This design comes from an exercise in tuning for small area, a short achievable clock period and few clock cycles per item on the open sky130 flow, not from production work. At most, simulation tests tie the RTL to the original design; equivalence was not proved. Power is estimated from default activity; no workload was simulated.

Setup of run A:
Design CNC, start of the top module:
module CNC(
    clk,
    rst_n,
    IN_VALID,
    MODE,
    IN,
    OUT_VALID,
    OUT
    );
Size in the first run: ~710 cells after synthesis, ~75 flip-flops, roughly 31 I/O pins, about 6600 sq um of cells after synthesis.
clock: 7.5 ns
lec_check: 0
cap_margin: 20
core_margin: 2
core_utilization: 75
setup_slack_margin: 3.8
slew_margin: 20
synth_hierarchical: 1
synth_minimum_keep_size: 0
standard.sh (not shown) runs the stock make flow with config.mk's settings and CLKGATE_MAP_FILE= SYNTH_SCRIPT=/design/flow/synth_recipe.tcl, a recipe that flattens the netlist after the stock synthesis.
==> flow/flow/run.sh <==
#!/bin/bash
set -euo pipefail
export BUFFER_PORTS_ARGS="-buffer_cell sky130_fd_sc_hd__buf_2"
bash standard.sh > flow_make.log 2>&1
Testbench counts of run A, summed over its fixed seeds: cycles 7,208, items 1,200.
Input changes introduced in run B (baseline for comparison: run A):
-- flow/config.mk --
<<< run A, line 7
export LEC_CHECK = 0
export CAP_MARGIN = 20
export CORE_MARGIN = 2
export CORE_UTILIZATION = 75
export SETUP_SLACK_MARGIN = 3.8
>>> run B, line 7
export LEC_CHECK = 0
export ABC_AREA = 1
export CAP_MARGIN = 20
export CORE_MARGIN = 2
export CORE_UTILIZATION = 65
export SETUP_SLACK_MARGIN = 3.8
Findings:
Synthesis-to-finish area growth is lower on run A
Sort run A and run B by global-route usage desc -> top: run A
Compared with run A, run B degrades wire length of the first global-routing pass.
Taking run A as the reference point, the total of fill cells in the finished design of run B rises by about 70%.
Summary: with run A as the reference, average routed wire per standard cell in run B moved down by more than a quarter.
Going from run A to run B, fraction of layout cells with a size suffix above 1 shrinks by 8.9 points.
Chip width (higher): run B
[inputs] run C vs run B
-- flow/config.mk --
<<< run B, line 7
export LEC_CHECK = 0
export ABC_AREA = 1
export CAP_MARGIN = 20
>>> run C, line 7
export LEC_CHECK = 0
export CAP_MARGIN = 20
### Flow results
- Wire: run C routes less than run B
- Clock power (run C / run B): 0.69
- Note that the post-route non-filler standard cell count recorded for run B amounts to 1.6 times the value seen in run C.
- Note that the post-synthesis net count recorded for run B amounts to 1.6 times the value seen in run C.
- Looking at hold slack, run C sits 0.0054 ns lower than run B does.
- Looking at number of clock-tree buffers in the layout across run C and run B, the one that comes out lower is run C.
[inputs] run D vs run C
-- flow/config.mk --
<<< run C, line 10
export CORE_UTILIZATION = 65
export SETUP_SLACK_MARGIN = 3.8
export SLEW_MARGIN = 20
>>> run D, line 10
export CORE_UTILIZATION = 65
export SETUP_SLACK_MARGIN = 3.0
export SLEW_MARGIN = 20
Results
- Run D completed end to end with timing, DRC and antenna clean.
- Status: clock-cell share of area parity (run D, run C)
- On routed wire length, run C and run D are basically level.
- Taking run C as the reference, in run D combinational share of power fell by 0.8 points, power dropped about 2.4%, critical path depth barely changed.
- Total non-filler cell area in the finished layout, run D vs run C: down slightly
- Changes observed in run D relative to run C: worst setup slack lost 0.36 ns, clock period minus final worst setup slack up 0.36 ns.


## P
CNC, a different RTL version from the one above (not shown whole).
For scale: about 700 cells after synthesis, about 75 flip-flops, ~6700 µm² of cells after synthesis.
==> flow/config.mk <==
export PLATFORM = sky130hd
export DESIGN_NAME = CNC
export DESIGN_NICKNAME = CNC
export VERILOG_FILES = /design/flow/design.v
export SDC_FILE = /design/flow/constraint.sdc
export NUM_CORES = 4
export LEC_CHECK = 0
export CAP_MARGIN = 20
export CORE_MARGIN = 2
export CORE_UTILIZATION = 65
export SETUP_SLACK_MARGIN = 2.5
export SLEW_MARGIN = 20
export SYNTH_HIERARCHICAL = 1
export SYNTH_MINIMUM_KEEP_SIZE = 0
==> flow/constraint.sdc <==
create_clock -name core_clock -period 7.5 [get_ports {clk}]
set_input_delay 1.5000 -clock core_clock [delete_from_list [all_inputs] [get_ports {clk}]]
set_output_delay 1.5000 -clock core_clock [all_outputs]
set_load 0.01 [all_outputs]
run.sh (not shown) runs the stock make flow with config.mk's settings and CLKGATE_MAP_FILE= SYNTH_SCRIPT=/design/flow/synth_recipe.tcl, a recipe that flattens the netlist after the stock synthesis.
Stock flow here: none of the scripts above is used.
P | stages: all done | timing, DRC, antenna: all pass
Testbench counts of P, summed over its fixed seeds: cycles 7,208, items 1,200.
#### Input delta (Q over P)
- ABC_CLOCK_PERIOD_IN_PS: unset -> 3500
- SETUP_SLACK_MARGIN: 2.5 -> 3.5
Results
Q: no failed stages, no open violations at the end. The higher non-clock buffer share of cell area of Q and P is in Q. In the metrics for Q and P, the one carrying the higher initial detailed-routing violation count is Q. Diff P -> Q: via count of the first global-routing pass fell about 3%, normalized max-slew margin increased by 2.1 points relative to the old numbers, sequential power neither gained nor lost much.
Modified inputs, R compared to Q
- changing SETUP_SLACK_MARGIN from 3.5 to 4.5
- removing ABC_CLOCK_PERIOD_IN_PS (formerly 3500)
### Flow results
R completed; timing, DRC and antenna clean. Lower highest fanout seen on the critical path was reported by R, not Q. R vs Q, power of the clock network went down by about 15%. Looking at area of the multi-input gates across R and Q, the one that comes out higher is R. Per the comparison of R with Q, post-cts sizing count shows an increase of 89; total track usage now sits higher; cell area power density picked up an extra 10%; area overhead of the layout relative to synthesis up 9.1 points.
Input changes introduced in S (baseline for comparison: R):
- changing SETUP_SLACK_MARGIN from 4.5 to 5.0
### Flow results
Area growth from synthesis to layout: R and S compared, lower one is R
The lower cell count of R and S is in R.
S against R: area of the die did not really move; fmax went up; cell leakage power went up.
NOTE: clock network fraction of design power in S exceeds that of R
~same clock transition time at the flip-flop clock pins of the worst setup and hold paths in R and S
S reached the final stage; the timing, DRC and antenna checks on its layout passed.
S reports a higher design area than R does.
Sequential fraction of design power was lower in S than in R.
Lower aggregate routed wire length among R and S: R
Inputs modified between S and T:
- swapping 5.0 for 3.5 in SETUP_SLACK_MARGIN
Notes after the runs:
Against S, routability-driven placement congestion ratio in T rose slightly. Filler-free cell count of the finished design went down by a few percent going from S to T. Reported for T and S, number of non-clock inverters turned out identical to the last digit. Count of clock-buffer cells in the layout was higher in the run labelled T. | time the final worst path needs with I/O delays and setup | T vs S | worse |. Diff S -> T | cell area | decrease of 880 µm². Taking S as the reference, in T routed wire length shrank by about 14%, power shrank by about 20%.


rev 12:
Another version of the RTL of CNC (not shown whole).
Size in the first run: ~690 cells after synthesis, ~31 I/O pins, ~6400 um^2 of cells after synthesis.
Settings: LEC_CHECK=0, CAP_MARGIN=20, CORE_MARGIN=2, CORE_UTILIZATION=65, SETUP_SLACK_MARGIN=3.2, SLEW_MARGIN=20, SYNTH_HIERARCHICAL=1, SYNTH_MINIMUM_KEEP_SIZE=0; clock period 7.5 ns.
standard.sh (not shown) runs the stock make flow with config.mk's settings and CLKGATE_MAP_FILE= SYNTH_SCRIPT=/design/flow/synth_recipe.tcl, a recipe that flattens the netlist after the stock synthesis.
Scripts as last shown in full above: flow/flow/run.sh
Every stage of the flow completed for rev 12, and the final layout passed the timing, DRC and antenna checks.
## Diff of input files: rev 13 against rev 12
# rev 12
export LEC_CHECK = 0
export CAP_MARGIN = 20
export CORE_MARGIN = 2
export CORE_UTILIZATION = 65
export SETUP_SLACK_MARGIN = 3.2
export SLEW_MARGIN = 20
export SYNTH_HIERARCHICAL = 1
export SYNTH_MINIMUM_KEEP_SIZE = 0
create_clock -name core_clock -period 7.5 [get_ports {clk}]
# rev 13
export LEC_CHECK = 0
export CAP_MARGIN = 20
export CORE_MARGIN = 2
export CORE_UTILIZATION = 65
export SETUP_SLACK_MARGIN = 3.4
export SLEW_MARGIN = 20
export SYNTH_HIERARCHICAL = 1
export SYNTH_MINIMUM_KEEP_SIZE = 0
create_clock -name core_clock -period 7.5 [get_ports {clk}]
Notes after the runs:
Rev 13 and rev 12 ended up with nearly the same aggregate routed wire length.
Delta (rev 13 minus rev 12): number of buffers inserted to repair setup after CTS now sits at about the same level; portion of netlist area occupied by mux cells did not really move.
Status: power share of the clock group parity (rev 12, rev 13)
Rev 12 → rev 13: internal power component grew by about 1.1%, routed wire length on met2 went up by about 1.2%.
Compared with rev 12, in rev 13 peak supply drop shows an increase of about 0.5%; sequential share of layout area went up 0.33 points; first-iteration DRC count up 75.
No run of this note included a check of the RTL's function; only the layout flow was run.


RTL: one of the versions met above, not the one the previous note started from.
Size: roughly 710 cells after synthesis, ~31 I/O pins, ~6600 µm² of cells after synthesis.
Settings: LEC_CHECK=0, CAP_MARGIN=20, CORE_MARGIN=2, CORE_UTILIZATION=65, SETUP_SLACK_MARGIN=4.6, SLEW_MARGIN=20, SYNTH_HIERARCHICAL=1, SYNTH_MINIMUM_KEEP_SIZE=0; clock period 7.5 ns.
Scripts as last shown in full above: flow/flow/run.sh
Testbench counts at the start, summed over its fixed seeds: cycles 7,208, items 1,200.
Next try:
- SETUP_SLACK_MARGIN: 4.6 -> 4.2
After rerunning:
- The changed run completed with no timing, DRC or antenna violations
- power falls by 0.41%
- setup slack improves by 0.11 ns
- count of clock-buffer cells in the layout is unchanged
- first-iteration DRC count goes down by 23%
- clock power is lower by about 5%
- wire length is lower by 15%
- die area does not change
- cell count came out lower by 0.55%
- final area drops by 2.4%
- via count fell by 6.1%


run a:
RTL: one of the versions met above, not the one the previous note started from.
Size in the first run: roughly 700 cells after synthesis.
Settings: LEC_CHECK=0, CAP_MARGIN=20, CORE_MARGIN=2, CORE_UTILIZATION=65, SETUP_SLACK_MARGIN=3.5, SLEW_MARGIN=20, SYNTH_HIERARCHICAL=1, SYNTH_MINIMUM_KEEP_SIZE=0; clock period 7.5 ns.
Scripts as last shown in full above: flow/flow/run.sh
Run a: all stages complete, timing, DRC and antenna checks passed
Testbench counts of run a, summed over its fixed seeds: cycles 7,208, items 1,200.
Setup changes, run a to run b
Settings: putting ABC_AREA at 1 where nothing was set.
==> run summary <==
- The final layouts of run b and run a pass the timing, DRC and antenna checks.
- Internal power consumption was higher in the run labelled run a.
- Run b vs run a — post-placement worst setup slack rose 0.34 ns.
- Compared with run a, in run b area after synthesis lost about 0.7%; worst setup slack up 0.047 ns.
- Share of the core filled with cells is lower on run a
- Period utilization: run b vs run a down 0.62 points
- Run b ends up with a non-clock buffer count that is 8.8% lower than in run a.
- Measured against each other, run b and run a differ in sequential cell area, the lower figure coming from run b.

-- what the ideal ports hide --
In the flow no input, the clock included, has a driving cell. The finished layouts below were timed again as built, in two steps. Step 1 (the two cells are an assumption about what drives the block):
set clk [get_ports {clk}]
set_driving_cell -lib_cell sky130_fd_sc_hd__clkbuf_16 $clk
set_driving_cell -lib_cell sky130_fd_sc_hd__buf_2 [delete_from_list [all_inputs] $clk]
Step 2 adds t to the input delays and takes it off the output delays; t is the mean of the earliest and latest rising clock arrival at the registers after step 1. Input paths then give back, and output paths get back, about the clock's delay inside the block. a / b / c = ideal / step 1 / step 2; a / b = the first two.
| run | shift t [ns] | setup slack, ns | hold WS [ns] | worst setup path at the end | slew at the worst register clock pin (ns) |
|---|---|---|---|---|---|
| run A of note 1 | 0.397 | 3.893 / 3.893 / 3.893 | 0.376 / 0.376 / 0.376 | register to register | 0.10 / 0.10 |
| run B of note 1 | 0.382 | 4.011 / 4.011 / 4.011 | 0.377 / 0.377 / 0.377 | register to register | 0.07 / 0.07 |
| run C of note 1 | 0.403 | 3.922 / 3.922 / 3.922 | 0.372 / 0.372 / 0.372 | register to register | 0.10 / 0.10 |
| run D of note 1 | 0.406 | 3.559 / 3.559 / 3.559 | 0.367 / 0.367 / 0.367 | register to register | 0.10 / 0.10 |
| P | 0.405 | 3.117 / 3.117 / 3.117 | 0.373 / 0.373 / 0.373 | input to register | 0.09 / 0.09 |
| Q | 0.401 | 3.531 / 3.531 / 3.258 | 0.374 / 0.374 / 0.374 | input to register | 0.08 / 0.08 |
| R | 0.413 | 3.576 / 3.576 / 3.576 | 0.369 / 0.369 / 0.369 | register to register | 0.08 / 0.08 |
| S | 0.401 | 3.622 / 3.622 / 3.622 | 0.378 / 0.378 / 0.378 | register to register | 0.09 / 0.09 |
| T | 0.401 | 3.531 / 3.531 / 3.258 | 0.374 / 0.374 / 0.374 | input to register | 0.08 / 0.08 |
| rev 12 | 0.394 | 3.438 / 3.438 / 3.438 | 0.382 / 0.382 / 0.382 | register to register | 0.09 / 0.09 |
| rev 13 | 0.392 | 3.594 / 3.594 / 3.594 | 0.382 / 0.382 / 0.382 | register to register | 0.09 / 0.09 |
| the first run of note 4 | 0.412 | 3.831 / 3.831 / 3.831 | 0.381 / 0.381 / 0.381 | register to register | 0.10 / 0.10 |
| the second run of note 4 | 0.425 | 3.945 / 3.945 / 3.945 | 0.390 / 0.390 / 0.390 | register to register | 0.09 / 0.09 |
| run a of note 5 | 0.417 | 3.617 / 3.617 / 3.560 | 0.382 / 0.382 / 0.382 | input to register | 0.09 / 0.09 |
| run b of note 5 | 0.421 | 3.663 / 3.663 / 3.642 | 0.390 / 0.390 / 0.390 | input to register | 0.09 / 0.09 |
After both steps setup and hold are still met in every run listed.
